Source: an optimization exercise on an open RTL-to-GDS flow (aim: small area, a short achievable clock period and few clock cycles). Production flows keep margins and buffers that such runs may drop. At most, simulation tests tie the RTL to the original design; equivalence was not proved. For runs 6 and 7, only the layout was checked, not whether the RTL still works. No activity file was given, so power comes from the tool's default toggle rates.

File: flow/config.mk
export PLATFORM = sky130hd
export DESIGN_NAME = simplecpu
export DESIGN_NICKNAME = simplecpu
export VERILOG_FILES = /design/flow/design.v
export SDC_FILE = /design/flow/constraint.sdc
export NUM_CORES = 4
export LEC_CHECK = 0
export CAP_MARGIN = 5
export CORE_MARGIN = 2
export CORE_UTILIZATION = 60
export CTS_CLUSTER_DIAMETER = 150
export CTS_CLUSTER_SIZE = 30
export PLACE_DENSITY = 0.75
export SETUP_SLACK_MARGIN = 4.3
export SLEW_MARGIN = 5
export SYNTH_HIERARCHICAL = 1
File: flow/constraint.sdc
create_clock -name core_clock -period 7.0 [get_ports {clk}]
set_input_delay 1.4000 -clock core_clock [delete_from_list [all_inputs] [get_ports {clk}]]
set_output_delay 1.4000 -clock core_clock [all_outputs]
set_load 0.01 [all_outputs]
File: flow/design.v
module addsub16 (
	input  logic [15:0] a,
	input  logic [15:0] bb,
	input  logic        sub,
	output logic [15:0] s,
	output logic        zero);    
	logic [15:0] p, g, k, c;
	xor16 px (.a(a), .b(bb), .o(p));
	and16 gx (.a(a), .b(bb), .o(g));
	or16  kx (.a(a), .b(bb), .o(k));
	prefix16 pf (.p(p), .g(g), .cin(sub), .c(c));
	xor16 sx (.a(p), .b(c), .o(s));
	assign zero = ~|(p ^ {k[14:0], sub});
endmodule
module xor16 (input logic [15:0] a, input logic [15:0] b, output logic [15:0] o);
	assign o = a ^ b;
endmodule
module and16 (input logic [15:0] a, input logic [15:0] b, output logic [15:0] o);
	assign o = a & b;
endmodule
module or16 (input logic [15:0] a, input logic [15:0] b, output logic [15:0] o);
	assign o = a | b;
endmodule
module prefix16 (
	input  logic [15:0] p,
	input  logic [15:0] g,
	input  logic        cin,
	output logic [15:0] c);
	logic [15:0] g0, g1, p1, g2, p2, g3, p3, g4;
	assign g0 = {g[15:1], g[0] | (p[0] & cin)};
	genvar i;
	generate
		for (i = 0; i < 16; i = i + 1) begin : pfx
			if (i >= 1) begin
				assign g1[i] = g0[i] | (p[i] & g0[i-1]);
				assign p1[i] = p[i] & p[i-1];
			end else begin
				assign g1[i] = g0[i];
				assign p1[i] = p[i];
			end
			if (i >= 2) begin
				assign g2[i] = g1[i] | (p1[i] & g1[i-2]);
				assign p2[i] = p1[i] & p1[i-2];
			end else begin
				assign g2[i] = g1[i];
				assign p2[i] = p1[i];
			end
			if (i >= 4) begin
				assign g3[i] = g2[i] | (p2[i] & g2[i-4]);
				assign p3[i] = p2[i] & p2[i-4];
			end else begin
				assign g3[i] = g2[i];
				assign p3[i] = p2[i];
			end
			if (i >= 8) assign g4[i] = g3[i] | (p3[i] & g3[i-8]);
			else        assign g4[i] = g3[i];
		end
	endgenerate
	assign c = {g4[14:0], cin};
endmodule
module pcadd (
	input  logic [9:0] pc,
	input  logic [7:0] d,
	output logic [9:0] pc_inc,
	output logic [9:0] pc_jmp);
	logic [9:0] p, g, c;
	assign pc_inc = pc + 10'd1;
	xor10 px (.a(pc), .b({2'b00, d}), .o(p));
	and10 gx (.a(pc), .b({2'b00, d}), .o(g));
	prefix10 pf (.p(p), .g(g), .c(c));
	xor10 sx (.a(p), .b(c), .o(pc_jmp));
endmodule
module xor10 (input logic [9:0] a, input logic [9:0] b, output logic [9:0] o);
	assign o = a ^ b;
endmodule
module and10 (input logic [9:0] a, input logic [9:0] b, output logic [9:0] o);
	assign o = a & b;
endmodule
module prefix10 (
	input  logic [9:0] p,
	input  logic [9:0] g,
	output logic [9:0] c);
	logic [9:0] g1, p1, g2, p2, g3, p3, g4;
	genvar i;
	generate
		for (i = 0; i < 10; i = i + 1) begin : pfx
			if (i >= 1) begin
				assign g1[i] = g[i] | (p[i] & g[i-1]);
				assign p1[i] = p[i] & p[i-1];
			end else begin
				assign g1[i] = g[i];
				assign p1[i] = p[i];
			end
			if (i >= 2) begin
				assign g2[i] = g1[i] | (p1[i] & g1[i-2]);
				assign p2[i] = p1[i] & p1[i-2];
			end else begin
				assign g2[i] = g1[i];
				assign p2[i] = p1[i];
			end
			if (i >= 4) begin
				assign g3[i] = g2[i] | (p2[i] & g2[i-4]);
				assign p3[i] = p2[i] & p2[i-4];
			end else begin
				assign g3[i] = g2[i];
				assign p3[i] = p2[i];
			end
			if (i >= 8) assign g4[i] = g3[i] | (p3[i] & g3[i-8]);
			else        assign g4[i] = g3[i];
		end
	endgenerate
	assign c = {g4[8:0], 1'b0};
endmodule
module neg16 (
	input  logic [15:0] a,
	output logic [15:0] n);
	logic [15:0] lo;    
	genvar i;
	generate
		for (i = 0; i < 16; i = i + 1) begin : b
			if (i == 0) assign lo[i] = 1'b0;
			else        assign lo[i] = |a[i-1:0];
		end
	endgenerate
	assign n = a ^ lo;
endmodule
module mux16 (
	input  logic        s,
	input  logic [15:0] a,
	input  logic [15:0] b,
	output logic [15:0] o);
	assign o = s ? a : b;
endmodule
module rdmux (
	input  logic [255:0] regs,
	input  logic [15:0]  sel,
	output logic [15:0]  o);
	always_comb begin
		o = '0;
		for (int r = 0; r < 16; r++)
			o = o | (regs[16*r +: 16] & {16{sel[r]}});
	end
endmodule
module simplecpu (
	input  logic        rst,
	input  logic        clk,
	output logic [9:0]  pc,
	input  logic [15:0] inst,
	output logic [7:0]  d_addr,
	output logic        d_wr,
	output logic [15:0] d_wdata,
	input  logic [15:0] d_rdata,
	output logic        halted);
	logic [9:0]   pc_q;
	logic         f_halt;             
	logic [255:0] regs;               
	logic [15:0]  valid;              
	logic [15:0]  nz;                 
	logic         r_we, r_st, r_halt;
	logic         r_mem, r_not, r_sub, r_dsel, r_loc;
	logic         r_afwd, r_bfwd;     
	logic [3:0]   r_wa;
	logic [15:0]  r_psel, r_qsel;     
	logic [7:0]   r_d;                
	logic         x_we, x_st, x_halt, x_cin;
	logic [3:0]   x_wa;
	logic [15:0]  x_a, x_b;
	logic [15:0]  sum;                
	logic         sum_zero;
	logic [3:0]  op, ra, pa;
	logic [7:0]  d;
	logic        is_jmp, is_jmz, is_halt, is_mem, is_st, is_dsel, is_azero, writes;
	logic        r_hit, x_hit, z_ra, stall, taken, hold, f_ok;
	logic [9:0]  pc_inc, pc_jmp;
	assign op = inst[15:12];
	assign ra = inst[11:8];
	assign d  = inst[7:0];
	assign is_halt  = op[3];
	assign is_jmp   = (op == 4'h7);
	assign is_jmz   = (op == 4'h5);
	assign is_st    = (op[2:0] == 3'h1);
	assign is_mem   = (op[2:0] == 3'h0) | (op[2:0] == 3'h6);                  
	assign is_dsel  = (op[2:0] == 3'h3) | is_st;                             
	assign is_azero = (op[2:0] == 3'h3) | is_mem;                            
	assign writes   = is_mem | (op[2:0] == 3'h2) | (op[2:0] == 3'h3) | (op[2:0] == 3'h4);
	assign pa       = is_st ? ra : inst[7:4];
	assign r_hit = r_we & (r_wa == ra);
	assign x_hit = x_we & (x_wa == ra);
	assign z_ra  = r_hit ? (r_d == 8'h00) : x_hit ? sum_zero : ~nz[ra];
	assign stall = (is_jmz & r_hit & ~r_loc) | (is_mem & r_st);
	assign taken = is_jmp | (is_jmz & z_ra);
	assign hold  = f_halt | is_halt | stall;
	assign f_ok  = ~f_halt & ~is_halt & ~stall;
	pcadd pcadd (.pc(pc_q), .d(d), .pc_inc(pc_inc), .pc_jmp(pc_jmp));
	always_ff @(posedge clk) begin
		if (rst) begin
			pc_q   <= '0;
			f_halt <= 1'b0;
		end else begin
			if (~hold) pc_q <= taken ? pc_jmp : pc_inc;
			if (is_halt) f_halt <= 1'b1;
		end
	end
	logic [15:0] valid_nxt;
	assign valid_nxt = valid | ({15'h0000, x_we} << x_wa);
	always_ff @(posedge clk) begin
		if (rst) begin
			r_we   <= 1'b0;
			r_st   <= 1'b0;
			r_halt <= 1'b0;
		end else begin
			r_we   <= f_ok & ~op[3] & writes;
			r_st   <= f_ok & (op == 4'h1);
			r_halt <= f_halt | is_halt;
		end
	end
	always_ff @(posedge clk) begin
		r_mem   <= is_mem;
		r_not   <= (op[2:0] == 3'h6);
		r_sub   <= (op[2:0] == 3'h4);
		r_loc   <= (op[2:0] == 3'h3);
		r_dsel  <= is_dsel;
		r_psel  <= is_azero ? 16'h0000 : (valid_nxt & (16'h0001 << pa));
		r_qsel  <= (is_dsel | is_mem) ? 16'h0000 : (valid_nxt & (16'h0001 << inst[3:0]));
		r_wa    <= ra;
		r_d     <= d;
		r_afwd  <= r_we & (r_wa == pa) & ~is_azero;
		r_bfwd  <= r_we & (r_wa == inst[3:0]) & ~is_dsel & ~is_mem;
	end
	logic [7:0] d_addr_q;
	always_ff @(posedge clk)
		d_addr_q <= (r_st & ~rst) ? r_d : d;
	logic [15:0] p_rd, q_rd, a_nxt, b_nxt, b_rd;
	rdmux pmux (.regs(regs), .sel(r_psel), .o(p_rd));
	rdmux qmux (.regs(regs), .sel(r_qsel), .o(q_rd));
	assign b_rd = q_rd | ({16{r_mem}} & d_rdata) | ({16{r_dsel}} & {8'h00, r_d});
	logic [15:0] b_sel;
	mux16 amux (.s(r_afwd), .a(sum), .b(p_rd), .o(a_nxt));
	mux16 bmux (.s(r_bfwd), .a(sum), .b(b_rd), .o(b_sel));
	assign b_nxt = b_sel ^ {16{r_sub | r_not}};
	always_ff @(posedge clk) begin
		if (rst) begin
			x_we   <= 1'b0;
			x_st   <= 1'b0;
			x_halt <= 1'b0;
		end else begin
			x_we   <= r_we;
			x_st   <= r_st;
			x_halt <= r_halt;
		end
	end
	always_ff @(posedge clk) begin
		x_cin <= r_sub | r_not;
		x_wa  <= r_wa;
		x_a   <= a_nxt;
		x_b   <= b_nxt;
	end
	addsub16 alu (.a(x_a), .bb(x_b), .sub(x_cin), .s(sum), .zero(sum_zero));
	always_ff @(posedge clk) begin
		if (rst) begin
			valid <= '0;
			nz    <= '0;
		end else if (x_we) begin
			valid[x_wa] <= 1'b1;
			nz[x_wa]    <= ~sum_zero;
		end
	end
	genvar g;
	generate
		for (g = 0; g < 16; g = g + 1) begin : rf
			always_ff @(posedge clk)
				if (x_we && x_wa == g) regs[16*g +: 16] <= sum;
		end
	endgenerate
	assign pc      = pc_q;
	assign d_addr  = d_addr_q;
	assign d_wr    = x_st;
	assign d_wdata = x_a;
	assign halted  = x_halt;
endmodule
File: flow/flow/run.sh
#!/bin/bash
# Standard ORFS layout (the standard.sh, synthesis unchanged), except that the
# input/output port buffers are sky130_fd_sc_hd__buf_2 cells instead of the default
# pick (a slow delay buffer). ORFS keeps each step's log under orfs/logs/; make's
# own output goes to standard.log here.
set -euo pipefail
bash standard.sh "BUFFER_PORTS_ARGS=-buffer_cell sky130_fd_sc_hd__buf_2" finish > standard.log 2>&1
File: flow/standard.sh
#!/bin/bash
# synth_recipe.tcl (not shown) runs the flow's synth.tcl, then flattens the netlist and writes it again
# the make line also repeats each setting of config.mk as NAME=value (left out here)
make -C /OpenROAD-flow-scripts/flow DESIGN_CONFIG=/design/flow/config.mk WORK_HOME=/design/flow/orfs CLKGATE_MAP_FILE= SYNTH_SCRIPT=/design/flow/synth_recipe.tcl "${@:-finish}"
==> results of run 1 <==
-- final cells by class --
class	count	area (µm²)
sequential	401	10600
fill	2175	10400
multi-input combinational	880	6900
timing repair buffer	104	641
tap	390	488
clock buffer	28	467
inverter	12	45.0
clock inverter	2	28.8
-- stage by stage --
| stage | hold WS [ps] | instances | area (µm²) | setup WS (ps) | total power [W] |
|---|---|---|---|---|---|
| floorplan | 397 | 1393 | 18000 | 4050 | 0.00291 |
| global placement | 419 | 1778 | 18400 | 3440 | 0.00303 |
| detailed placement | 420 | 1778 | 18400 | 3370 | 0.00303 |
| CTS | 434 | 1811 | 19000 | 4270 | 0.00419 |
| global route | 441 | 1817 | 19200 | 4290 | 0.00431 |
| finish | 439 | 1817 | 19200 | 4360 | 0.00421 |
-- per-layer routing --
metal | global-route usage [%] | up-vias
met5 | 0 | -
met4 | 11.7 | 0
met3 | 2.17 | 117
met2 | 51.1 | 580
met1 | 36.9 | 6148
li1 | - | 5505
-- power breakdown --
group / total [W] / switching, W / internal (W)
Combinational: 0.000377 / 0.000239 / 0.000138
Sequential: 0.00264 / 0.0000405 / 0.00260
Clock: 0.00119 / 0.000713 / 0.000477
-- repair_timing --
item,CTS,global route
setup endpoints to repair,67,74
hold buffers,0,0
resized for setup,16,29
pin swaps,3,8
setup buffers,3,6
-- final timing paths --
path / depth (start not counted) / to / slack, ps
max reg2reg: 9 / nz[14]$_SDFFE_PP0P_ / 4450
min reg2reg: 0 / x_wa[1]$_DFF_P_ / 440
max: 1 / pc[7] / 4360
min: 0 / x_wa[1]$_DFF_P_ / 440
-- sequential cells by signal, indices dropped and copies added, names as in the netlist, 4 cells and up --
register and cells:
d_addr_q 8, nz 16, pc_q 10, r_d 8
r_psel 16, r_qsel 16, r_wa 4, regs 256
valid 16, x_a 16, x_b 16, x_wa 4
-- worst register-to-register path, cell delays in order (launching register included) --
cell and delay (ps):
dfxtp_1 390, xor2_1 490, xnor2_1 250, nand4_1 150, nor4_2 370, buf_4 260
nor2_1 80, and3_1 230, a22oi_1 160, nor2_1 70
==> metrics.md, run 1 <==
| Metric | Value |
|---|---|
| Status | `finished clean` |
| F_max | `379 MHz` |
| Initial Util | `60.8%` |
| Core area | `29600 µm²` |
| Class of the most critical setup path | `flip-flop to output port` |
| Syn Inst Count | `1391` |
| Ratio of cells with drive above 1 in the final layout | `16.1%` |
| Sum of net half-perimeters after detailed placement | `31.9 mm` |
| Clock slew at reported path FFs | `120 ps` |
| Commonest non-fill, non-tap cell in the layout | `edfxtp_1` |
| Overall die height | `177 µm` |
| Area grow syn2layout | `6.65%` |
| H-tree depth | `1` |
| Worst VDD drop | `150 µV` |
| Number of global-route vias before repair | `11800` |
| Routed Antenna Nets | `0` |
| CTS tree | `done` |
| First drt pass iteration count | `5` |
| Final hold vios | `0` |
| CP max stage cell | `dfxtp_1` |
| Clk buf depth | `3` |
| Clock root cell | `clkbuf_16` |
| Fin crit period | `2640 ps` |
| Routed wl met3 | `2.55 mm` |
| Routability cong. | `0.949` |
| Die X | `177 µm` |
| Bufs and invs on worst path | `1` |
| Worst skew pair latency | `540 ps` |
| Routed vias | `12400` |
| # setup viols final | `0` |
| RSZ-0062 raised after global routing | `yes` |
| Clock Skew | `37.0 ps` |
| Crit path max fanout | `6` |
| Met1 Wirelength | `18.3 mm` |
| Startpoint type of the worst setup path | `flip-flop` |
| HP Class | `flip-flop to flip-flop` |
| Port Buf Inserts | `69` |
| Max Cap Viol | `0` |
| Hold Startpoint | `r_wa[1]$_DFF_P_` |
| Initial DRC count | `1293` |
| Setup crit end kind | `output port` |
| Clock sink count | `401` |
| Critical Path RT | `5600 ps` |
| Initial antenna violation count | `0` |
| Final wirelength | `46.3 mm` |
| Number of vias per cell | `6.80` |
| Yosys warning total | `8` |
| DRC viols | `0` |
| Synthesized area | `18000 µm²` |
| Leak pwr | `6.74 nW` |
| Final worst path period share | `37.7%` |
| Antenna diodes | `0` |
| Crit-path max cell delay | `510 ps` |
| Final #Nets | `1456` |
| First-pass GRT wire length | `68.5 mm` |
| Total die area | `31400 µm²` |
| WP data arrival | `1240 ps` |
| Mapped Avg Cell Area | `12.9 µm²` |
| Power Dens Cells | `219 nW/µm²` |
| Setup crit start | `pc_q[7]$_SDFFE_PP0N_` |
| Family with the most delay on the worst path | `flip-flops` |
| DR top layer | `met4` |
| Met2 wire length | `23.3 mm` |
| Setup TNS | `0 ps` |
| Post-DR wirelength/cell | `25.5 µm` |
| Worst path cell trace | `buf_2` |
| Worst r2r src | `x_a[10]$_DFF_P_` |
| Total CTS buffers | `17` |
| Slew @ Worst Pin | `1050 ps` |
| Row count | `63` |
| IO Pins | `70` |
| Largest net degree at the start of global routing | `40` |
| Most frequent cells in the layout | `edfxtp_1, dfxtp_1, a22o_1` |
| Gr ovfl total | `0` |
| Max-slew headroom | `29.7%` |
| Total Routing Usage GR | `28.9%` |
| Post-layout util | `64.8%` |
| Slew Limit Fails | `0` |
Testbench counts, summed over its fixed seeds: cycles 74,821.
==> inputs of run 2 (changes only) <==
--- a/flow/config.mk
+++ b/flow/config.mk
@@ -6,11 +6,11 @@
 export NUM_CORES = 4
 export LEC_CHECK = 0
-export CAP_MARGIN = 5
+export CAP_MARGIN = 20
 export CORE_MARGIN = 2
-export CORE_UTILIZATION = 60
+export CORE_UTILIZATION = 75
 export CTS_CLUSTER_DIAMETER = 150
 export CTS_CLUSTER_SIZE = 30
-export PLACE_DENSITY = 0.75
+export PLACE_DENSITY = 0.85
 export SETUP_SLACK_MARGIN = 4.3
-export SLEW_MARGIN = 5
+export SLEW_MARGIN = 20
 export SYNTH_HIERARCHICAL = 1
==> metrics.md, run 2 <==
| Metric | Value |
|---|---|
| Setup TNS | `0 ps` |
| Die X | `159 µm` |
| Number of vias per cell | `7.32` |
| Slew Limit Fails | `0` |
| Port Buf Inserts | `69` |
| DRC viols | `0` |
| Clock slew at reported path FFs | `110 ps` |
| Critical Path RT | `5600 ps` |
| Final hold vios | `0` |
| Startpoint type of the worst setup path | `flip-flop` |
| Routed Antenna Nets | `0` |
| Top reg by flops | `regs` |
| Family with the most delay on the worst path | `flip-flops` |
| Total Routing Usage GR | `36.7%` |
| Clock sink count | `401` |
| Post-CTS Hold Fix Bufs | `0` |
| HP Class | `flip-flop to flip-flop` |
| Number of global-route vias before repair | `12300` |
| Worst path cell trace | `buf_2` |
| Reg2reg end | `x_b[12]$_DFF_P_` |
| Post-DR wirelength/cell | `26.9 µm` |
| Setup crit start | `pc_q[1]$_SDFFE_PP0N_` |
| Worst skew pair latency | `520 ps` |
| R2R cell count | `9` |
| Layout fillers | `1306` |
| Crit path depth | `1` |
| Worst VDD drop | `277 µV` |
| Placed cells | `1709` |
| Row count | `56` |
| Routed vias | `12800` |
| Slew @ Worst Pin | `1000 ps` |
| Leak pwr | `6.73 nW` |
| Final #Nets | `1456` |
| First-pass GRT wire length | `71.5 mm` |
| Synthesized area | `18000 µm²` |
| Gr ovfl total | `0` |
| Design Area, Final | `19100 µm²` |
| Flop2flop setup slack | `4340 ps` |
| CTS tree | `done` |
| Initial Util | `76.6%` |
| Final wirelength | `46.9 mm` |
| Initial antenna violation count | `0` |
| Status | `finished clean` |
| Commonest non-fill, non-tap cell in the layout | `edfxtp_1` |
| Most frequent cells in the layout | `edfxtp_1, dfxtp_1, a22o_1` |
| Fin crit period | `2710 ps` |
| Total die area | `25200 µm²` |
| Setup crit end kind | `output port` |
| Largest net degree at the start of global routing | `40` |
| Ratio of cells with drive above 1 in the final layout | `16.0%` |
| Max-slew headroom | `33.2%` |
| IO Pins | `70` |
| Routability cong. | `1.06` |
| RSZ-0062 raised after global routing | `yes` |
| Max FFs per register | `256` |
| Crit-path max cell delay | `580 ps` |
| CP max stage cell | `dfxtp_1` |
| WP data arrival | `1310 ps` |
| Max Cap Viol | `0` |
| Sum of net half-perimeters after detailed placement | `32.4 mm` |
| Class of the most critical setup path | `flip-flop to output port` |
| Total CTS buffers | `17` |
| Clock root cell | `clkbuf_16` |
| Cell Count, Final, Fillers Out | `1745` |
| F_max | `369 MHz` |
| H-tree depth | `1` |
| Initial DRC count | `1782` |
| Antenna diodes | `0` |
| Syn Inst Count | `1391` |
| Overall die height | `159 µm` |
| Power Dens Cells | `219 nW/µm²` |
| Crit path capture | `pc[1]` |
| Final worst path period share | `38.7%` |
| Clock Skew | `24.5 ps` |
| First drt pass iteration count | `6` |
| Mapped Avg Cell Area | `12.9 µm²` |
| Crit path max fanout | `7` |
| Worst r2r src | `x_a[4]$_DFF_P_` |
| Bufs and invs on worst path | `1` |
| Placed inst area | `18300 µm²` |
| Yosys warning total | `8` |
| Clk buf depth | `3` |
| Core area | `23500 µm²` |
| Area grow syn2layout | `6.15%` |
| # setup viols final | `0` |
[run 2: worst min path at each step]
stage	start	slack, ps	cells past startpoint	to
6_report	r_wa[2]$_DFF_P_	460	0	x_wa[2]$_DFF_P_
5_1_grt	r_wa[3]$_DFF_P_	460	0	x_wa[3]$_DFF_P_
4_1_cts	r_wa[2]$_DFF_P_	450	0	x_wa[2]$_DFF_P_
3_5_place_dp	r_wa[2]$_DFF_P_	420	0	x_wa[2]$_DFF_P_
3_3_place_gp	r_wa[2]$_DFF_P_	420	0	x_wa[2]$_DFF_P_
2_1_floorplan	r_wa[3]$_DFF_P_	400	0	x_wa[3]$_DFF_P_
[run 2: stage by stage]
step                utilization [%]  power, W  setup slack, ps  hold WS [ps]
global route                   81.3   0.00428             4220           460
detailed placement             77.9   0.00303             3340           423
floorplan                         -   0.00291             4050           397
finish                         81.3   0.00417             4290           456
global placement               77.9   0.00302             3440           425
CTS                            80.6   0.00415             4260           448
[run 2: timing repair]
action,4_1_cts,5_1_grt
setup buffers,5,1
cloned,0,1
endpoints found under the setup margin,47,64
pin swaps,2,6
resized for setup,15,29
[run 2: final cells by class]
class,instances,area [µm²],area share (%)
repair buffers,103,641,3.36
inverters,12,45.0,0.236
clock buffers,28,467,2.45
flip-flops and latches,401,10600,55.5
clock inverters,1,20.0,0.105
multi-input cells,881,6910,36.2
well taps,319,399,2.09
[run 2: power breakdown]
group          internal, W  total (W)  switching, W
combinational     0.000137   0.000375      0.000238
clock             0.000474    0.00116      0.000686
sequential         0.00260    0.00264     0.0000423
total              0.00321    0.00417      0.000966
[run 2: worst register-to-register path: stages, from the launching register on]
cell,delay [ps]
dfxtp_1,410
xor2_2,400
and4_1,250
a21oi_1,90
o211a_1,150
o221ai_1,240
a21o_1,250
xor2_4,420
mux2_4,250
xnor2_1,130
[run 2: routing by layer]
layer	up-vias	track usage (%)	routed length (µm)	part of all wire, %
li1	5501	-	-	-
met1	6225	46.8	16400	35
met2	893	62.3	23600	50
met3	162	3.53	3840	8.2
met4	0	20.8	3080	6.6
met5	-	0	0	0
==> inputs of run 3 (changes only) <==
--- a/flow/config.mk
+++ b/flow/config.mk
@@ -8,9 +8,9 @@
 export CAP_MARGIN = 20
 export CORE_MARGIN = 2
-export CORE_UTILIZATION = 75
+export CORE_UTILIZATION = 60
 export CTS_CLUSTER_DIAMETER = 150
 export CTS_CLUSTER_SIZE = 30
-export PLACE_DENSITY = 0.85
-export SETUP_SLACK_MARGIN = 4.3
+export PLACE_DENSITY = 0.75
+export SETUP_SLACK_MARGIN = 4.2
 export SLEW_MARGIN = 20
 export SYNTH_HIERARCHICAL = 1
==> metrics.md, run 3 <==
| Metric | Value |
|---|---|
| IO Pins | `70` |
| Gate power share | `8.6%` |
| Setup slack after layout | `4230 ps` |
| Commonest non-fill, non-tap cell in the layout | `edfxtp_1` |
| Hold Startpoint | `r_wa[1]$_DFF_P_` |
| Startpoint type of the worst setup path | `flip-flop` |
| Design Area, Final | `19000 µm²` |
| Family with the most delay on the worst path | `flip-flops` |
| Core area | `29600 µm²` |
| Initial DRC count | `1162` |
| Slew @ Worst Pin | `1030 ps` |
| Routed Antenna Nets | `0` |
| DRC viols | `0` |
| Row count | `63` |
| Overall die height | `177 µm` |
| Sum of net half-perimeters after detailed placement | `31.9 mm` |
| Total die area | `31400 µm²` |
| Most frequent cells in the layout | `edfxtp_1, dfxtp_1, a22o_1` |
| Worst path cell trace | `buf_2` |
| CTS tree | `done` |
| Max Cap Viol | `0` |
| P_sw | `0.000986 W` |
| RSZ-0062 raised after global routing | `no` |
| Power Dens Cells | `220 nW/µm²` |
| Total Routing Usage GR | `29.0%` |
| Worst slack at placement | `3390 ps` |
| Setup crit end kind | `output port` |
| Synthesized area | `18000 µm²` |
| Sw Ratio | `23.5%` |
| Status | `finished clean` |
| Routability cong. | `0.947` |
| Post-DR wirelength/cell | `25.6 µm` |
| Critical Path RT | `5600 ps` |
| Syn Inst Count | `1391` |
| Total CTS buffers | `17` |
| Clock group share of total power | `28.4%` |
| Crit-path max cell delay | `610 ps` |
| Final wirelength | `46.4 mm` |
| Clock sink count | `401` |
| Number of global-route vias before repair | `11900` |
| Top reg by flops | `regs` |
| Final hold vios | `0` |
| Layout fillers | `2180` |
| Mapped Avg Cell Area | `12.9 µm²` |
| Setup TNS | `0 ps` |
| Leak pwr | `6.69 nW` |
| HP Class | `flip-flop to flip-flop` |
| WHS | `432 ps` |
| Initial antenna violation count | `0` |
| F_max | `360 MHz` |
| Clock slew at reported path FFs | `120 ps` |
| R2R cell count | `9` |
| Max-slew headroom | `31.4%` |
| Post-CTS Hold Fix Bufs | `0` |
| Worst r2r src | `x_b[2]$_DFF_P_` |
| Clock Skew | `32.4 ps` |
| Fin crit period | `2770 ps` |
| Routed vias | `12400` |
| Area grow syn2layout | `5.74%` |
| Max FFs per register | `256` |
| First-pass GRT wire length | `68.7 mm` |
| Gr ovfl total | `0` |
| Die X | `177 µm` |
| Largest net degree at the start of global routing | `40` |
| Flop2flop setup slack | `4350 ps` |
| Slew Limit Fails | `0` |
| Seq pwr share | `63.0%` |
| Number of vias per cell | `6.83` |
| Worst skew pair latency | `540 ps` |
| Final worst path period share | `39.6%` |
| Worst VDD drop | `155 µV` |
| # setup viols final | `0` |
| Hold Crit Depth | `0` |
| Placed cells | `1777` |
| Ratio of cells with drive above 1 in the final layout | `14.5%` |
| Bufs and invs on worst path | `1` |
| Antenna diodes | `0` |
| WP data arrival | `1370 ps` |
| Class of the most critical setup path | `flip-flop to output port` |
| Hold Path End | `x_wa[1]$_DFF_P_` |
| H-tree depth | `1` |
| Initial Util | `60.8%` |
| Port Buf Inserts | `69` |
| Clock root cell | `clkbuf_16` |
| Pint | `0.00320 W` |
| CP max stage cell | `dfxtp_1` |
| Cell Count, Final, Fillers Out | `1811` |
| Placed inst area | `18400 µm²` |
| Final #Nets | `1450` |
| Yosys warning total | `8` |
| Reg2reg end | `x_a[13]$_DFF_P_` |
| Clk buf depth | `3` |
| Crit path max fanout | `9` |
| First drt pass iteration count | `5` |
## run 3: worst max path at each step
stage                                    start                    to  slack [ps]  depth (start not counted)
after floorplan                        inst[8]  pc_q[0]$_SDFFE_PP0N_        4050                          8
after global placement                 inst[8]  pc_q[9]$_SDFFE_PP0N_        3450                          7
after detailed placement               inst[8]  pc_q[9]$_SDFFE_PP0N_        3390                          7
after CTS                       x_b[2]$_DFF_P_       x_b[13]$_DFF_P_        4210                          9
after global routing            x_a[7]$_DFF_P_       x_b[15]$_DFF_P_        4200                         10
final                     pc_q[2]$_SDFFE_PP0N_                 pc[2]        4230                          1
## run 3: stage by stage
step / total power (W) / utilization (%)
detailed placement: 0.00303 / 62.2
global placement: 0.00303 / 62.1
global route: 0.00430 / 64.3
floorplan: 0.00291 / -
finish: 0.00419 / 64.3
CTS: 0.00418 / 63.9
## run 3: cell type report
class | count | area [µm²] | share of cell area, %
Tap cell | 390 | 488 | 2.57
Multi-Input combinational cell | 880 | 6810 | 35.8
Inverter | 12 | 45.0 | 0.237
Timing Repair Buffer | 98 | 576 | 3.03
Clock buffer | 28 | 467 | 2.46
Clock inverter | 2 | 28.8 | 0.151
Sequential cell | 401 | 10600 | 55.7
## run 3: per-layer routing
layer	GRT usage, %	up-vias	wire (µm)
met5	0	-	0
met4	15.2	0	2650
met3	2.21	123	2630
met2	49.1	566	22900
met1	37.6	6185	18300
li1	-	5489	-
## run 3: repair_timing
| action | in CTS | in global routing |
|---|---|---|
| resized for setup | 6 | 12 |
| setup buffers | 0 | 4 |
| pin swaps | 0 | 3 |
| endpoints found under the setup margin | 29 | 38 |
## run 3: worst register-to-register path, cell delays in order (launching register included)
cell and delay, ps:
dfxtp_1 350, xor2_2 220, a21o_1 210, a21oi_2 190
nand2_2 130, a41o_1 300, o41a_1 460, xor2_4 190
buf_12 190, mux2_2 270
## run 3: power groups by stage
| stage | combinational (W) | clock [W] | sequential, W |
|---|---|---|---|
| final | 0.000361 | 0.00119 | 0.00264 |
| after global routing | 0.000389 | 0.00127 | 0.00264 |
| after CTS | 0.000349 | 0.00119 | 0.00263 |
| after detailed placement | 0.000345 | 0 | 0.00269 |
| after global placement | 0.000339 | 0 | 0.00269 |
| after floorplan | 0.000232 | 0 | 0.00268 |
==> inputs of run 4 (changes only) <==
--- a/flow/config.mk
+++ b/flow/config.mk
@@ -12,5 +12,5 @@
 export CTS_CLUSTER_SIZE = 30
 export PLACE_DENSITY = 0.75
-export SETUP_SLACK_MARGIN = 4.2
+export SETUP_SLACK_MARGIN = 4.3
 export SLEW_MARGIN = 20
 export SYNTH_HIERARCHICAL = 1
==> metrics.md, run 4 <==
| Metric | Value |
|---|---|
| Power Dens Cells | `219 nW/µm²` |
| Class of the most critical setup path | `flip-flop to output port` |
| Family with the most delay on the worst path | `flip-flops` |
| Post-layout util | `64.7%` |
| CTS tree | `done` |
| Setup slack after layout | `4370 ps` |
| Yosys warning total | `8` |
| Max FFs per register | `256` |
| Leak pwr | `6.73 nW` |
| DRC viols | `0` |
| Slew @ Worst Pin | `1040 ps` |
| Row count | `63` |
| Total Routing Usage GR | `28.8%` |
| F_max | `380 MHz` |
| Die X | `177 µm` |
| Crit-path max cell delay | `500 ps` |
| Clk buf depth | `3` |
| Routed vias | `12300` |
| Mapped Avg Cell Area | `12.9 µm²` |
| Total CTS buffers | `17` |
| Final wirelength | `46.5 mm` |
| Most frequent cells in the layout | `edfxtp_1, dfxtp_1, a22o_1` |
| Top reg by flops | `regs` |
| Core area | `29600 µm²` |
| Initial antenna violation count | `0` |
| HP Class | `flip-flop to flip-flop` |
| Bufs and invs on worst path | `1` |
| Overall die height | `177 µm` |
| Clock sink count | `401` |
| Number of global-route vias before repair | `11600` |
| Setup TNS | `0 ps` |
| Worst path cell trace | `buf_2` |
| Fin crit period | `2630 ps` |
| First-pass GRT wire length | `68.4 mm` |
| Clock Skew | `28.5 ps` |
| Final hold vios | `0` |
| Worst skew pair latency | `540 ps` |
| RSZ-0062 raised after global routing | `yes` |
| Clock slew at reported path FFs | `110 ps` |
| # setup viols final | `0` |
| Initial Util | `60.8%` |
| Critical Path RT | `5600 ps` |
| First drt pass iteration count | `6` |
| Ratio of cells with drive above 1 in the final layout | `15.7%` |
| IO Pins | `70` |
| Initial DRC count | `1448` |
| Setup crit end kind | `output port` |
| Gr ovfl total | `0` |
| H-tree depth | `1` |
| Port Buf Inserts | `69` |
| Status | `finished clean` |
| Crit path max fanout | `7` |
| Worst VDD drop | `148 µV` |
| Routed Antenna Nets | `0` |
| Syn Inst Count | `1391` |
| Largest net degree at the start of global routing | `40` |
| Sum of net half-perimeters after detailed placement | `31.8 mm` |
| Startpoint type of the worst setup path | `flip-flop` |
| Max-slew headroom | `30.4%` |
| Antenna diodes | `0` |
| Area grow syn2layout | `6.47%` |
| Slew Limit Fails | `0` |
| Final worst path period share | `37.6%` |
| WHS | `446 ps` |
| Clock root cell | `clkbuf_16` |
| Synthesized area | `18000 µm²` |
| Number of vias per cell | `6.79` |
| CP max stage cell | `dfxtp_1` |
| Total power | `0.00420 W` |
| Total die area | `31400 µm²` |
| Post-DR wirelength/cell | `25.6 µm` |
| Worst slack at placement | `3370 ps` |
| Max Cap Viol | `0` |
| Final #Nets | `1454` |
| Routability cong. | `0.949` |
| Commonest non-fill, non-tap cell in the layout | `edfxtp_1` |
| WP data arrival | `1230 ps` |
run 4: cell types whose count changed in the layout (fill, tap and decap cells not counted), moves of 3 or more:
cell,previous run,this run
xor2_1,59,53
xor2_2,6,12
buf_2,69,66
buf_4,28,31
dfxtp_1,143,140
dfxtp_2,2,5
run 4: what timing repair did:
item / CTS / global route
buffers inserted: 4 / 3
resized for setup: 13 / 23
endpoints found under the hold margin: 0 / 0
hold buffers: 0 / 0
endpoints found under the setup margin: 66 / 65
pin swaps: 3 / 7
run 4: where the power goes:
group	switching (W)	total, W	leakage (nW)	internal [W]
sequential	0.0000404	0.00264	3.51	0.00260
clock	0.000711	0.00119	0.236	0.000475
combinational	0.000237	0.000376	2.98	0.000138
run 4: final cells by class:
cell class / count / area, µm²
Multi-Input combinational cell: 880 / 6880
Clock buffer: 27 / 463
Sequential cell: 401 / 10600
Timing Repair Buffer: 102 / 638
Clock inverter: 2 / 28.8
Tap cell: 390 / 488
Inverter: 12 / 45.0
Fill cell: 2193 / 10400
run 4: worst paths after layout:
kind / cells past startpoint / slack [ps] / from / to
max: 1 / 4370 / pc_q[1]$_SDFFE_PP0N_ / pc[1]
min: 0 / 450 / r_wa[1]$_DFF_P_ / x_wa[1]$_DFF_P_
min reg2reg: 0 / 450 / r_wa[1]$_DFF_P_ / x_wa[1]$_DFF_P_
max reg2reg: 9 / 4410 / x_a[3]$_DFF_P_ / x_a[12]$_DFF_P_
run 4: through the flow:
step	instance area, µm²	instances
after floorplan	18000	1393
after global placement	18400	1778
after detailed placement	18400	1778
after CTS	19000	1811
after global routing	19100	1814
final	19100	1814
run 4: routing by layer:
metal / share of wire, % / GRT usage, %
met5: 0 / 0
met4: 4.2 / 11.1
met1: 39 / 37.0
met2: 51 / 50.9
met3: 5.8 / 2.36
run 4: worst reg2reg max path, stage by stage, from the launching register on:
cell and delay (ps):
dfxtp_1 410, xor2_1 480, and4_1 280, a21oi_1 80
o211a_1 180, o221ai_1 250, a21o_1 260, xor2_4 120
buf_4 180, mux2_4 240
==> inputs of run 5 (changes only) <==
--- a/flow/config.mk
+++ b/flow/config.mk
@@ -11,4 +11,5 @@
 export CTS_CLUSTER_DIAMETER = 150
 export CTS_CLUSTER_SIZE = 30
+export GPL_ROUTABILITY_DRIVEN = 0
 export PLACE_DENSITY = 0.75
 export SETUP_SLACK_MARGIN = 4.3
==> metrics.md, run 5 <==
| Metric | Value |
|---|---|
| Status | `finished clean` |
| Setup crit end kind | `output port` |
| Crit-path max cell delay | `500 ps` |
| F_max | `380 MHz` |
| Final worst path period share | `37.6%` |
| Family with the most delay on the worst path | `flip-flops` |
| Largest net degree at the start of global routing | `40` |
| Setup TNS | `0 ps` |
| Most frequent cells in the layout | `edfxtp_1, dfxtp_1, a22o_1` |
| CP max stage cell | `dfxtp_1` |
| Row count | `63` |
| Routed Antenna Nets | `0` |
| Final hold vios | `0` |
| Routed vias | `12300` |
| Bufs and invs on worst path | `1` |
| Clock Skew | `28.5 ps` |
| Yosys warning total | `8` |
| Total die area | `31400 µm²` |
| Overall die height | `177 µm` |
| Number of vias per cell | `6.79` |
| Worst VDD drop | `148 µV` |
| H-tree depth | `1` |
| Ratio of cells with drive above 1 in the final layout | `15.7%` |
| Clk buf depth | `3` |
| Gr ovfl total | `0` |
| Initial DRC count | `1448` |
| Sum of net half-perimeters after detailed placement | `31.8 mm` |
| Core area | `29600 µm²` |
| Area grow syn2layout | `6.47%` |
| Flop2flop setup slack | `4410 ps` |
| Max Cap Viol | `0` |
| Max FFs per register | `256` |
| Synthesized area | `18000 µm²` |
| IO Pins | `70` |
| Commonest non-fill, non-tap cell in the layout | `edfxtp_1` |
| Layout fillers | `2193` |
| Clock sink count | `401` |
| Met1 Usage GRT | `37.0%` |
| Slew Limit Fails | `0` |
| First-pass GRT wire length | `68.4 mm` |
| DRC viols | `0` |
| Clock slew at reported path FFs | `110 ps` |
| Syn Inst Count | `1391` |
| Total Routing Usage GR | `28.8%` |
| Worst path cell trace | `buf_2` |
| Class of the most critical setup path | `flip-flop to output port` |
| Total power | `0.00420 W` |
| Power Dens Cells | `219 nW/µm²` |
| Critical Path RT | `5600 ps` |
| Mapped Avg Cell Area | `12.9 µm²` |
| Top Usage Layer GRT | `met2` |
| Met2 usage | `50.9%` |
| Antenna diodes | `0` |
| Fin crit period | `2630 ps` |
| Die X | `177 µm` |
| HP Class | `flip-flop to flip-flop` |
| Grt met3 use | `2.36%` |
| Number of global-route vias before repair | `11600` |
| RSZ-0062 raised after global routing | `yes` |
| Worst skew pair latency | `540 ps` |
| Initial Util | `60.8%` |
| # setup viols final | `0` |
| Leak pwr | `6.73 nW` |
| Post-DR wirelength/cell | `25.6 µm` |
| Slew @ Worst Pin | `1040 ps` |
| Design Area, Final | `19100 µm²` |
| First drt pass iteration count | `6` |
| Port Buf Inserts | `69` |
| Max-slew headroom | `30.4%` |
| Total CTS buffers | `17` |
| Placed inst area | `18400 µm²` |
| Startpoint type of the worst setup path | `flip-flop` |
| Initial antenna violation count | `0` |
| CTS tree | `done` |
| Final #Nets | `1454` |
| Clock root cell | `clkbuf_16` |
| Crit path max fanout | `7` |
| Top reg by flops | `regs` |
| Final wirelength | `46.5 mm` |
| WP data arrival | `1230 ps` |
## run 5: cell type report
class                      instances  area, µm²  share of cell area, %
sequential                       401      10600                   55.4
clock buffer                      27        463                   2.42
multi-input combinational        880       6880                   35.9
inverter                          12       45.0                  0.235
timing repair buffer             102        638                   3.33
clock inverter                     2       28.8                  0.150
tap                              390        488                   2.55
## run 5: repair_timing
item	CTS	global route
pin swaps	3	7
hold buffers	0	0
gates resized for setup	13	23
setup buffers	4	3
setup endpoints to repair	66	65
## run 5: final timing paths
| kind | startpoint | to | cells after the start |
|---|---|---|---|
| worst min-delay path | r_wa[1]$_DFF_P_ | x_wa[1]$_DFF_P_ | 0 |
| worst max-delay path | pc_q[1]$_SDFFE_PP0N_ | pc[1] | 1 |
| worst max register to register | x_a[3]$_DFF_P_ | x_a[12]$_DFF_P_ | 9 |
| worst min register to register | r_wa[1]$_DFF_P_ | x_wa[1]$_DFF_P_ | 0 |
## run 5: metrics by stage
stage,std cells,hold WS (ps),worst slack [ps],util (%)
after global placement,1778,419,3440,62.1
final,1814,446,4370,64.7
after global routing,1814,441,4300,64.7
after floorplan,1393,397,4050,-
after detailed placement,1778,418,3370,62.2
after CTS,1811,434,4260,64.3
## run 5: report_power, final
| part | internal [W] | switching [W] |
|---|---|---|
| combinational | 0.000138 | 0.000237 |
| clock | 0.000475 | 0.000711 |
| sequential | 0.00260 | 0.0000404 |
## run 5: worst reg2reg max path: stages, from the launching register on
cell and delay (ps):
dfxtp_1 410, xor2_1 480, and4_1 280, a21oi_1 80, o211a_1 180, o221ai_1 250
a21o_1 260, xor2_4 120, buf_4 180, mux2_4 240
## run 5: per-layer routing
layer  part of all wire [%]  wire length, µm
met2                     51            23600
met3                    5.8             2700
met1                     39            18200
met4                    4.2             1940
met5                      0                0
==> inputs of run 6 (changes only) <==
--- a/flow/design.v
+++ b/flow/design.v
@@ -187,6 +187,6 @@
 	assign r_hit = r_we & (r_wa == ra);
 	assign x_hit = x_we & (x_wa == ra);
-	assign z_ra  = r_hit ? (r_d == 8'h00) : x_hit ? sum_zero : ~nz[ra];
-	assign stall = (is_jmz & r_hit & ~r_loc) | (is_mem & r_st);
+	assign z_ra  = r_hit ? (r_mem ? (d_rdata == 16'h0000) : (r_d == 8'h00)) : x_hit ? sum_zero : ~nz[ra];
+	assign stall = (is_jmz & r_hit & ~r_loc & ~r_mem) | (is_mem & r_st);
 	assign taken = is_jmp | (is_jmz & z_ra);
 	assign hold  = f_halt | is_halt | stall;
--- a/flow/config.mk
+++ b/flow/config.mk
@@ -11,5 +11,4 @@
 export CTS_CLUSTER_DIAMETER = 150
 export CTS_CLUSTER_SIZE = 30
-export GPL_ROUTABILITY_DRIVEN = 0
 export PLACE_DENSITY = 0.75
 export SETUP_SLACK_MARGIN = 4.3
==> metrics.md, run 6 <==
| Metric | Value |
|---|---|
| Worst skew pair latency | `540 ps` |
| HP Class | `flip-flop to flip-flop` |
| Largest net degree at the start of global routing | `40` |
| Hold Startpoint | `r_wa[2]$_DFF_P_` |
| Total Routing Usage GR | `30.4%` |
| Routed Antenna Nets | `0` |
| Antenna diodes | `0` |
| Max Cap Viol | `0` |
| Initial antenna violation count | `0` |
| Synthesized area | `18100 µm²` |
| Flop2flop setup slack | `4360 ps` |
| Power Dens Cells | `217 nW/µm²` |
| Overall die height | `178 µm` |
| Top reg by flops | `regs` |
| Startpoint type of the worst setup path | `input pin` |
| CTS tree | `done` |
| Syn Inst Count | `1405` |
| Class of the most critical setup path | `input pin to flip-flop` |
| DRC viols | `0` |
| Setup crit start | `inst[9]` |
| WHS | `431 ps` |
| Final wirelength | `49.0 mm` |
| Worst VDD drop | `142 µV` |
| Final #Nets | `1477` |
| First-pass GRT wire length | `72.5 mm` |
| Routed vias | `12800` |
| Clock root cell | `clkbuf_16` |
| Leak pwr | `6.87 nW` |
| Clock slew at reported path FFs | `110 ps` |
| Gr ovfl total | `0` |
| Hold Crit Depth | `0` |
| Crit path max fanout | `6` |
| Slew @ Worst Pin | `1090 ps` |
| Final hold vios | `0` |
| Most frequent cells in the layout | `edfxtp_1, a22o_1, dfxtp_1` |
| Met2 usage | `51.4%` |
| Clock Skew | `25.2 ps` |
| Setup crit end kind | `flip-flop` |
| Worst r2r src | `x_wa[3]$_DFF_P_` |
| Critical Path RT | `7440 ps` |
| First drt pass iteration count | `6` |
| Clock sink count | `401` |
| Mapped Avg Cell Area | `12.9 µm²` |
| Top Usage Layer GRT | `met2` |
| Initial DRC count | `1348` |
| Routability cong. | `0.932` |
| R2R cell count | `7` |
| Ratio of cells with drive above 1 in the final layout | `17.8%` |
| Total CTS buffers | `17` |
| Max FFs per register | `256` |
| Clk buf depth | `3` |
| Row count | `63` |
| Area grow syn2layout | `7.99%` |
| IO Pins | `70` |
| Yosys warning total | `8` |
| F_max | `355 MHz` |
| Port Buf Inserts | `69` |
| H-tree depth | `1` |
| Number of global-route vias before repair | `12200` |
| RSZ-0062 raised after global routing | `yes` |
| # setup viols final | `0` |
| Core area | `29700 µm²` |
| Setup TNS | `0 ps` |
| Initial Util | `61.0%` |
| WP data arrival | `3250 ps` |
| Post-DR wirelength/cell | `26.7 µm` |
| Number of vias per cell | `6.95` |
| Grt met3 use | `2.72%` |
| Commonest non-fill, non-tap cell in the layout | `edfxtp_1` |
| Sum of net half-perimeters after detailed placement | `33.4 mm` |
| Met1 Usage GRT | `39.7%` |
| Max-slew headroom | `27.3%` |
| Final worst path period share | `40.2%` |
| Die X | `178 µm` |
| Status | `finished clean` |
| Total die area | `31600 µm²` |
| Fin crit period | `2820 ps` |
| Slew Limit Fails | `0` |
==> run 6: power breakdown <==
group          internal [W]  leakage [nW]  switching, W  total, W
sequential          0.00260          3.51     0.0000430   0.00264
clock              0.000475         0.236      0.000721   0.00120
combinational      0.000145          3.12      0.000257  0.000402
==> run 6: metrics by stage <==
step	instances	power, W	worst slack [ps]	cell area [µm²]	util, %
floorplan	1407	0.00291	3680	18200	-
global placement	1789	0.00304	3070	18500	62.2
detailed placement	1789	0.00305	2960	18500	62.2
CTS	1828	0.00422	4210	19300	64.9
global route	1837	0.00435	4130	19600	65.8
finish	1837	0.00424	4180	19600	65.8
==> run 6: critical path, cell delays in order <==
cell and delay, ps:
buf_2 170, xor2_1 220, nor3_2 90, and3_1 260
or4_4 600, and3_4 200, a311o_1 320
==> run 6: final timing paths <==
| kind | end |
|---|---|
| worst max-delay path | pc_q[8]$_SDFFE_PP0N_ |
| worst min-delay path | x_wa[2]$_DFF_P_ |
| worst max register to register | pc_q[2]$_SDFFE_PP0N_ |
| worst min register to register | x_wa[2]$_DFF_P_ |
==> run 6: cell type report <==
class | instances | area [µm²]
fill | 2110 | 10200
sequential | 401 | 10600
tap | 390 | 488
clock buffer | 27 | 463
timing repair buffer | 112 | 719
clock inverter | 2 | 28.8
multi-input combinational | 895 | 7220
inverter | 10 | 37.5
==> run 6: what timing repair did <==
action / 4_1_cts / 5_1_grt
resized for setup: 43 / 38
pin swaps: 12 / 13
hold buffers: 0 / 0
buffers inserted: 9 / 9
gates cloned: 1 / 0
setup endpoints to repair: 65 / 34
==> run 6: layer usage <==
metal  part of all wire (%)  wire (µm)
met1                     39      19100
met2                     49      24200
met3                    6.4       3130
met4                    5.4       2630
met5                      0          0
==> inputs of run 7 (changes only) <==
--- a/flow/config.mk
+++ b/flow/config.mk
@@ -12,5 +12,5 @@
 export CTS_CLUSTER_SIZE = 30
 export PLACE_DENSITY = 0.75
-export SETUP_SLACK_MARGIN = 4.3
+export SETUP_SLACK_MARGIN = 4.4
 export SLEW_MARGIN = 20
 export SYNTH_HIERARCHICAL = 1
==> metrics.md, run 7 <==
| Metric | Value |
|---|---|
| Row count | `63` |
| Total Routing Usage GR | `30.4%` |
| Number of global-route vias before repair | `12100` |
| # setup viols final | `0` |
| Total die area | `31600 µm²` |
| Most frequent cells in the layout | `edfxtp_1, a22o_1, dfxtp_1` |
| Total CTS buffers | `17` |
| Startpoint type of the worst setup path | `input pin` |
| Clk buf depth | `3` |
| Largest net degree at the start of global routing | `40` |
| Gate power share | `10.0%` |
| H-tree depth | `1` |
| Port Buf Inserts | `69` |
| Sum of net half-perimeters after detailed placement | `33.4 mm` |
| Syn Inst Count | `1405` |
| First-pass GRT wire length | `72.2 mm` |
| Pint | `0.00323 W` |
| Routed vias | `12800` |
| Bufs and invs on worst path | `1` |
| Gr ovfl total | `0` |
| Worst VDD drop | `148 µV` |
| Routability cong. | `0.917` |
| Setup crit end kind | `flip-flop` |
| Clock slew at reported path FFs | `120 ps` |
| Core area | `29700 µm²` |
| Class of the most critical setup path | `input pin to flip-flop` |
| Placed inst area | `18500 µm²` |
| Design Area, Final | `19800 µm²` |
| F_max | `353 MHz` |
| Total power | `0.00426 W` |
| Seq pwr share | `62.0%` |
| Final worst path period share | `40.5%` |
| Status | `finished clean` |
| Max FFs per register | `256` |
| Worst skew pair latency | `530 ps` |
| Routed Antenna Nets | `0` |
| Initial DRC count | `1665` |
| Post-DR wirelength/cell | `26.8 µm` |
| Post-CTS Hold Fix Bufs | `0` |
| WP data arrival | `3250 ps` |
| Commonest non-fill, non-tap cell in the layout | `edfxtp_1` |
| CTS tree | `done` |
| Clock group share of total power | `27.9%` |
| Mapped Avg Cell Area | `12.9 µm²` |
| Clock root cell | `clkbuf_16` |
| Setup TNS | `0 ps` |
| Max Cap Viol | `0` |
| Antenna diodes | `0` |
| P_sw | `0.00103 W` |
| Final hold vios | `0` |
| Initial Util | `61.0%` |
| Overall die height | `178 µm` |
| First drt pass iteration count | `5` |
| Ratio of cells with drive above 1 in the final layout | `19.0%` |
| Area grow syn2layout | `9.11%` |
| Clock Skew | `23.6 ps` |
| Yosys warning total | `8` |
| Worst path cell trace | `buf_12, xor2_4, a211oi_2, o21bai_2, a2111oi_4, nor2_1, xor2_1, nand4_1, a31oi_2, a311o_1` |
| Family with the most delay on the worst path | `compound AO/OA/AOI/OAI gates` |
| Max-slew headroom | `28.1%` |
| Sw Ratio | `24.1%` |
| Initial antenna violation count | `0` |
| Crit path max fanout | `5` |
| Crit-path max cell delay | `330 ps` |
| HP Class | `flip-flop to flip-flop` |
| Final wirelength | `49.2 mm` |
| Die X | `178 µm` |
| Number of vias per cell | `6.96` |
| Leak pwr | `6.93 nW` |
| IO Pins | `70` |
| Top reg by flops | `regs` |
| Synthesized area | `18100 µm²` |
| Slew Limit Fails | `0` |
| CP max stage cell | `a2111oi_4` |
| Critical Path RT | `7420 ps` |
| Final #Nets | `1481` |
| Power Dens Cells | `216 nW/µm²` |
| Fin crit period | `2830 ps` |
| Slew @ Worst Pin | `1080 ps` |
| Clock sink count | `401` |
| DRC viols | `0` |
| RSZ-0062 raised after global routing | `yes` |
## run 7: stage by stage
step	std cells	util (%)	hold WS, ps	setup WS [ps]
floorplan	1407	-	395	3680
global placement	1788	62.2	422	3050
detailed placement	1788	62.3	418	3040
CTS	1827	65.1	445	4190
global route	1840	66.5	442	4100
finish	1840	66.5	441	4170
## run 7: worst paths after layout
path / start / end / slack, ps / cells past startpoint
worst max-delay path: inst[1] / pc_q[7]$_SDFFE_PP0N_ / 4170 / 10
worst min-delay path: r_wa[2]$_DFF_P_ / x_wa[2]$_DFF_P_ / 440 / 0
worst max register to register: x_a[10]$_DFF_P_ / pc_q[7]$_SDFFE_PP0N_ / 4350 / 8
worst min register to register: r_wa[2]$_DFF_P_ / x_wa[2]$_DFF_P_ / 440 / 0
## run 7: layer usage
layer  track usage [%]  vias to the layer above  share of wire, %
met1              39.5                     6395                38
met5                 0                        -                 0
li1                  -                     5627                 -
met2              52.0                      677                50
met3              3.15                      109               6.8
met4              12.9                        0               4.5
## run 7: power by group through the flow
stage,combinational (W),sequential (W),clock [W]
2_1_floorplan,0.000240,0.00268,0
3_3_place_gp,0.000352,0.00269,0
3_5_place_dp,0.000362,0.00269,0
4_1_cts,0.000390,0.00264,0.00119
5_1_grt,0.000455,0.00265,0.00127
6_report,0.000427,0.00264,0.00119
## run 7: area by class of cell
| type | count | area (µm²) |
|---|---|---|
| timing repair buffer | 116 | 798 |
| fill | 2069 | 9950 |
| tap | 390 | 488 |
| clock inverter | 1 | 20.0 |
| sequential | 401 | 10600 |
| clock buffer | 27 | 463 |
| inverter | 10 | 37.5 |
| multi-input combinational | 895 | 7350 |
## run 7: what timing repair did
item | CTS | global route
gates cloned | 1 | 0
endpoints found under the hold margin | 0 | 0
setup buffers | 10 | 13
pin swaps | 11 | 20
resized for setup | 48 | 55
endpoints found under the setup margin | 111 | 72

-- separate check: timing with driven ports --
In the flow no input, the clock included, has a driving cell. The finished layouts below were timed again as built, in two steps. Step 1 sets driving cells, clkbuf_16 on the clock port and buf_2 on the other inputs (assumed; they add their load-dependent delay and slew). Step 2 times the ports against the registers' clock, not the clock port: input delays grow and output delays shrink by t, the midpoint of the rising clock arrivals with the driver on. a / b / c = ideal ports / drivers / drivers and shift; a / b = the first two.
| run | shift t [ns] | setup slack, ns | clock arrival spread, ns |
|---|---|---|---|
| run 1 | 0.578 | 4.361 / 4.308 / 3.884 | 0.037 / 0.037 |
| run 2 | 0.556 | 4.291 / 4.242 / 3.827 | 0.025 / 0.024 |
| run 3 | 0.583 | 4.225 / 4.171 / 3.755 | 0.034 / 0.034 |
| run 4 | 0.581 | 4.368 / 4.315 / 3.869 | 0.031 / 0.031 |
| run 5 | 0.581 | 4.368 / 4.315 / 3.869 | 0.031 / 0.031 |
| run 6 | 0.582 | 4.183 / 4.215 / 3.633 | 0.026 / 0.026 |
| run 7 | 0.580 | 4.168 / 4.157 / 3.577 | 0.031 / 0.032 |
After both steps every run listed still meets setup and hold. For run 7, which loses most, drivers alone change the setup slack by -0.011 ns; drivers and shift together by -0.591 ns.
